Source: an optimization exercise on an open RTL-to-GDS flow (aim: small area and a short achievable clock period). Production flows keep margins and buffers that such runs may drop. At most, simulation tests tie the RTL to the original design; equivalence was not proved. Power is estimated from default activity; no workload was simulated.

==> inputs of job 2380 <==
Design part2, start of the top module:
module part2 (
    clear,
    clock,
    digit,
    digit_valid,
    end_of_line,
    total,
    line_result
);
    input clear;
    input clock;
    input [3:0] digit;
    input digit_valid;
    input end_of_line;
    output [63:0] total;
    output [47:0] line_result;
    reg [47:0] x;        
    reg [39:0] la;       
    reg [37:1] lb;
    reg [63:0] tot;
    integer k;
    wire [51:0] ext = {x, digit};    
    reg  [11:1] shr;     
    wire [11:0] sh = {shr, shr[1] | (x[3:0] < digit)};
    reg  [11:1] ysh;
    always @(*) begin
        ysh[11] = y[47:44] < y[43:40];
        for (k = 10; k >= 1; k = k - 1)
            ysh[k] = ysh[k + 1] | (y[4 * k +: 4] < y[4 * k - 4 +: 4]);
    end
    reg  [47:0] y;       
    always @(*)
        for (k = 0; k < 12; k = k + 1)
            y[4 * k +: 4] = sh[k] ? ext[4 * k +: 4] : ext[4 * k + 4 +: 4];
    reg [3:0] r0;    
    always @(*) case (y[3:0]) 4'd0: r0 = 4'd0; 4'd1: r0 = 4'd1; 4'd2: r0 = 4'd2; 4'd3: r0 = 4'd3; 4'd4: r0 = 4'd4; 4'd5: r0 = 4'd5; 4'd6: r0 = 4'd6; 4'd7: r0 = 4'd7; 4'd8: r0 = 4'd8; 4'd9: r0 = 4'd9; 4'd10: r0 = 4'd8; 4'd11: r0 = 4'd9; 4'd12: r0 = 4'd8; 4'd13: r0 = 4'd9; 4'd14: r0 = 4'd8; 4'd15: r0 = 4'd9; endcase
    reg [5:0] r1;    
    always @(*) case (y[7:4]) 4'd0: r1 = 6'd0; 4'd1: r1 = 6'd5; 4'd2: r1 = 6'd10; 4'd3: r1 = 6'd15; 4'd4: r1 = 6'd20; 4'd5: r1 = 6'd25; 4'd6: r1 = 6'd30; 4'd7: r1 = 6'd35; 4'd8: r1 = 6'd40; 4'd9: r1 = 6'd45; 4'd10: r1 = 6'd40; 4'd11: r1 = 6'd45; 4'd12: r1 = 6'd40; 4'd13: r1 = 6'd45; 4'd14: r1 = 6'd40; 4'd15: r1 = 6'd45; endcase
    reg [7:0] r2;    
  ...
make LEC_CHECK=0 CAP_MARGIN=20 CORE_MARGIN=2 CORE_UTILIZATION=40 SLEW_MARGIN=20 finish   # period 6.5 ns
run.sh (not shown) runs the stock make flow with config.mk's settings and CLKGATE_MAP_FILE= SYNTH_SCRIPT=/design/flow/synth_recipe.tcl, a recipe that flattens the netlist after the stock synthesis.
==> job 4248 (differences from job 2380) <==
==> flow/flow/run.sh (new file) <==
#!/bin/bash
# The standard layout, except that synthesis maps adders to plain gates
# (no full/half adder cells), so ABC can restructure the arithmetic.
set -euo pipefail
bash standard.sh ADDER_MAP_FILE= finish > standard_flow.log 2>&1
==> flow/standard.sh (new file) <==
#!/bin/bash
# synth_recipe.tcl (not shown) runs the flow's synth.tcl, then flattens the netlist and writes it again
# the make line also repeats each setting of config.mk as NAME=value (left out here)
make -C /OpenROAD-flow-scripts/flow DESIGN_CONFIG=/design/flow/config.mk WORK_HOME=/design/flow/orfs CLKGATE_MAP_FILE= SYNTH_SCRIPT=/design/flow/synth_recipe.tcl "${@:-finish}"
Settings changed: ABC_AREA from default to 1.
removed: flow/run.sh
==> run summary <==
Of job 2380 and job 4248, job 4248 has the higher design area (gap about 9%, measured against job 4248). Of job 4248 and job 2380, job 4248 has the higher die area (gap about 11%, measured against job 2380). Flip-flop and latch count is the same in job 4248 and job 2380. Against job 4248, the core utilization of job 2380 is higher by 0.41 points. In job 2380 the sequential share of layout area is higher than in job 4248, by 2.0 points. Power is about the same in job 4248 and job 2380. Between job 4248 and job 2380, the lower synthesized cell count is in job 2380 (gap 78%, measured against job 2380). Of job 2380 and job 4248, job 4248 has the higher via count (gap 33%, measured against job 4248). Between job 2380 and job 4248, the lower maximum frequency is in job 2380 (gap 26%, measured against job 4248). In job 4248 the worst setup slack is better than in job 2380, by 1.6 ns. In job 2380 the hold slack is higher than in job 4248, by 0.0066 ns.
No run of this note included a check of the RTL's function; only the layout flow was run.

* * *

==> inputs of harbor <==
part2, a different RTL version from the one above (not shown whole).
clock: 6.5 ns
lec_check: 0
abc_area: 1
cap_margin: 20
core_margin: 2
core_utilization: 40
setup_slack_margin: 3.0
slew_margin: 20
Stock flow here: none of the scripts above is used.
==> juniper (differences from harbor) <==
==> flow/flow/run.sh (new file) <==
#!/bin/bash
# The standard layout, except that synthesis maps adders to plain gates
# (no full/half adder cells), so ABC can restructure the arithmetic.
set -euo pipefail
bash standard.sh ADDER_MAP_FILE= finish > standard_flow.log 2>&1
==> flow/standard.sh (new file) <==
#!/bin/bash
# synth_recipe.tcl (not shown) runs the flow's synth.tcl, then flattens the netlist and writes it again
# the make line also repeats each setting of config.mk as NAME=value (left out here)
make -C /OpenROAD-flow-scripts/flow DESIGN_CONFIG=/design/flow/config.mk WORK_HOME=/design/flow/orfs CLKGATE_MAP_FILE= SYNTH_SCRIPT=/design/flow/synth_recipe.tcl "${@:-finish}"
- SETUP_SLACK_MARGIN: 3.0 -> not set
removed: flow/run.sh
==> raven (differences from harbor) <==
==> flow/flow/run.sh (new file) <==
#!/bin/bash
# The standard layout (standard.sh), with these changes:
#  - synthesis leaves adders to ABC as plain gates (ADDER_MAP_FILE empty: no
#    full or half adder cells), so ABC can restructure the arithmetic;
#  - ABC's area script maps for a delay target (flow/abc_area.script) instead
#    of the unreachable default, so it can recover area off the critical paths;
set -euo pipefail
here=$(pwd)
rm -rf "$here/synth_scripts"
cp -r "$FLOW_HOME/scripts" "$here/synth_scripts"
cp "$here/flow/abc_area.script" "$here/synth_scripts/abc_area.script"
bash standard.sh ADDER_MAP_FILE= SCRIPTS_DIR="$here/synth_scripts" synth > synth.log 2>&1
export BUFFER_PORTS_ARGS="-buffer_cell sky130_fd_sc_hd__buf_2"
bash standard.sh ADDER_MAP_FILE= "BUFFER_PORTS_ARGS=$BUFFER_PORTS_ARGS" finish > layout.log 2>&1
==> flow/flow/abc_area.script (new file) <==
strash
dch -f
map -D 3000
topo
stime -c
buffer -c
upsize -c -D 3000
dnsize -c -D 3000
==> flow/standard.sh (new file) <==
#!/bin/bash
# synth_recipe.tcl (not shown) runs the flow's synth.tcl, then flattens the netlist and writes it again
# the make line also repeats each setting of config.mk as NAME=value (left out here)
make -C /OpenROAD-flow-scripts/flow DESIGN_CONFIG=/design/flow/config.mk WORK_HOME=/design/flow/orfs CLKGATE_MAP_FILE= SYNTH_SCRIPT=/design/flow/synth_recipe.tcl "${@:-finish}"
- SETUP_SLACK_MARGIN: 3.0 -> 2.2
removed: flow/run.sh
==> run summary <==
outcome: complete, no violations
post-route insts no fill: 3073
largest cells by area after synthesis: dfxtp_1 20%, fa_1 16%, ha_1 16%
Critical Path Sink Type: flip-flop
RSZ-0062 raised after global routing: yes
Psw: 2.23 mW
RR Endpoint: ls[20]
worst hold slack: 0.468 ns
crit-path cells: inv_2, o21ai_4, inv_4, ha_4, o21ai_4, a21oi_4, fa_2, inv_2, fa_1, inv_1, fa_1, inv_2, fa_1, inv_2, ha_4, fa_2, nand2_2, nand2_2, fa_2, nand2_1, a21oi_2
met3 WL post-DR: 1620 um
WP buf/inv: 6
adder-cell share of the synthesized area: 32.1%
clock share of power: 20.4%
Via Count: 15200
most common cell in the synthesized netlist: inv_1
post-layout minimum cycle time: 4.63 ns
DRT Wirelength: 48500 um
-- figures above: harbor

==> run summary <==
post-layout minimum cycle time: 4.33 ns
outcome: complete, no violations
post-route insts no fill: 4162
Via Count: 20300
Psw: 2.28 mW
WP buf/inv: 2
largest cells by area after synthesis: nand2_1 24%, dfxtp_1 18%, inv_1 10%
worst hold slack: 0.465 ns
adder-cell share of the synthesized area: 0.157%
DRT Wirelength: 54700 um
-- figures above: juniper

==> run summary <==
outcome: complete, no violations
post-layout minimum cycle time: 4.04 ns
number of flip-flops in the largest register: 64
post-route insts no fill: 3378
Via Count: 16700
routed length per placed instance: 13.5 um
clock share of power: 23.7%
Lkg Pwr: 8.49 nW
WP buf/inv: 5
Psw: 1.72 mW
initial core utilization: 40.4%
count of multi-input gates: 2156
most common cell in the synthesized netlist: nand2_1
RSZ-0062 raised after global routing: yes
largest cells by area after synthesis: dfxtp_1 21%, nand2_1 16%, nor2_1 10%
RR Endpoint: ls[31]
met3 WL post-DR: 1940 um
crit-path cells: a21oi_2, inv_2, a21oi_2, inv_1, a21oi_1, nor2_1, inv_1, nor2_2, and2_1, nand2_1, nor2_1, nand2_1, nor2_1, xnor2_1, inv_1, buf_2
adder-cell share of the synthesized area: 0.311%
-- figures above: raven

## re-timing with driven ports
In the flow no input, the clock included, has a driving cell. The finished layouts below were timed again as built, in two steps. Step 1 sets driving cells, clkbuf_16 on the clock port and buf_2 on the other inputs (assumed; they add their load-dependent delay and slew). Step 2, shift: input delay + t, output delay - t, t = (earliest + latest rising clock arrival at the registers) / 2. This alone moves slack from input paths to output paths. a / b / c = ideal / step 1 / step 2; a / b = the first two.
run | shift t [ns] | setup WS [ns] | hold slack, ns | worst data-port slew with drivers (ns)
job 2380 | 0.520 | 0.589 / 0.589 / 0.589 | 0.472 / 0.472 / 0.472 | 0.04
job 4248 | 0.549 | 2.154 / 2.097 / 2.462 | 0.466 / 0.466 / 0.466 | 0.03
harbor | 0.520 | 1.866 / 1.866 / 1.866 | 0.468 / 0.468 / 0.468 | 0.06
juniper | 0.521 | 2.171 / 2.119 / 2.269 | 0.465 / 0.465 / 0.465 | 0.03
raven | 0.517 | 2.456 / 2.402 / 2.077 | 0.471 / 0.471 / 0.471 | 0.03
After both steps setup and hold are still met in every run listed. For raven, which loses most, drivers alone change the setup slack by -0.054 ns; drivers and shift together by -0.379 ns.
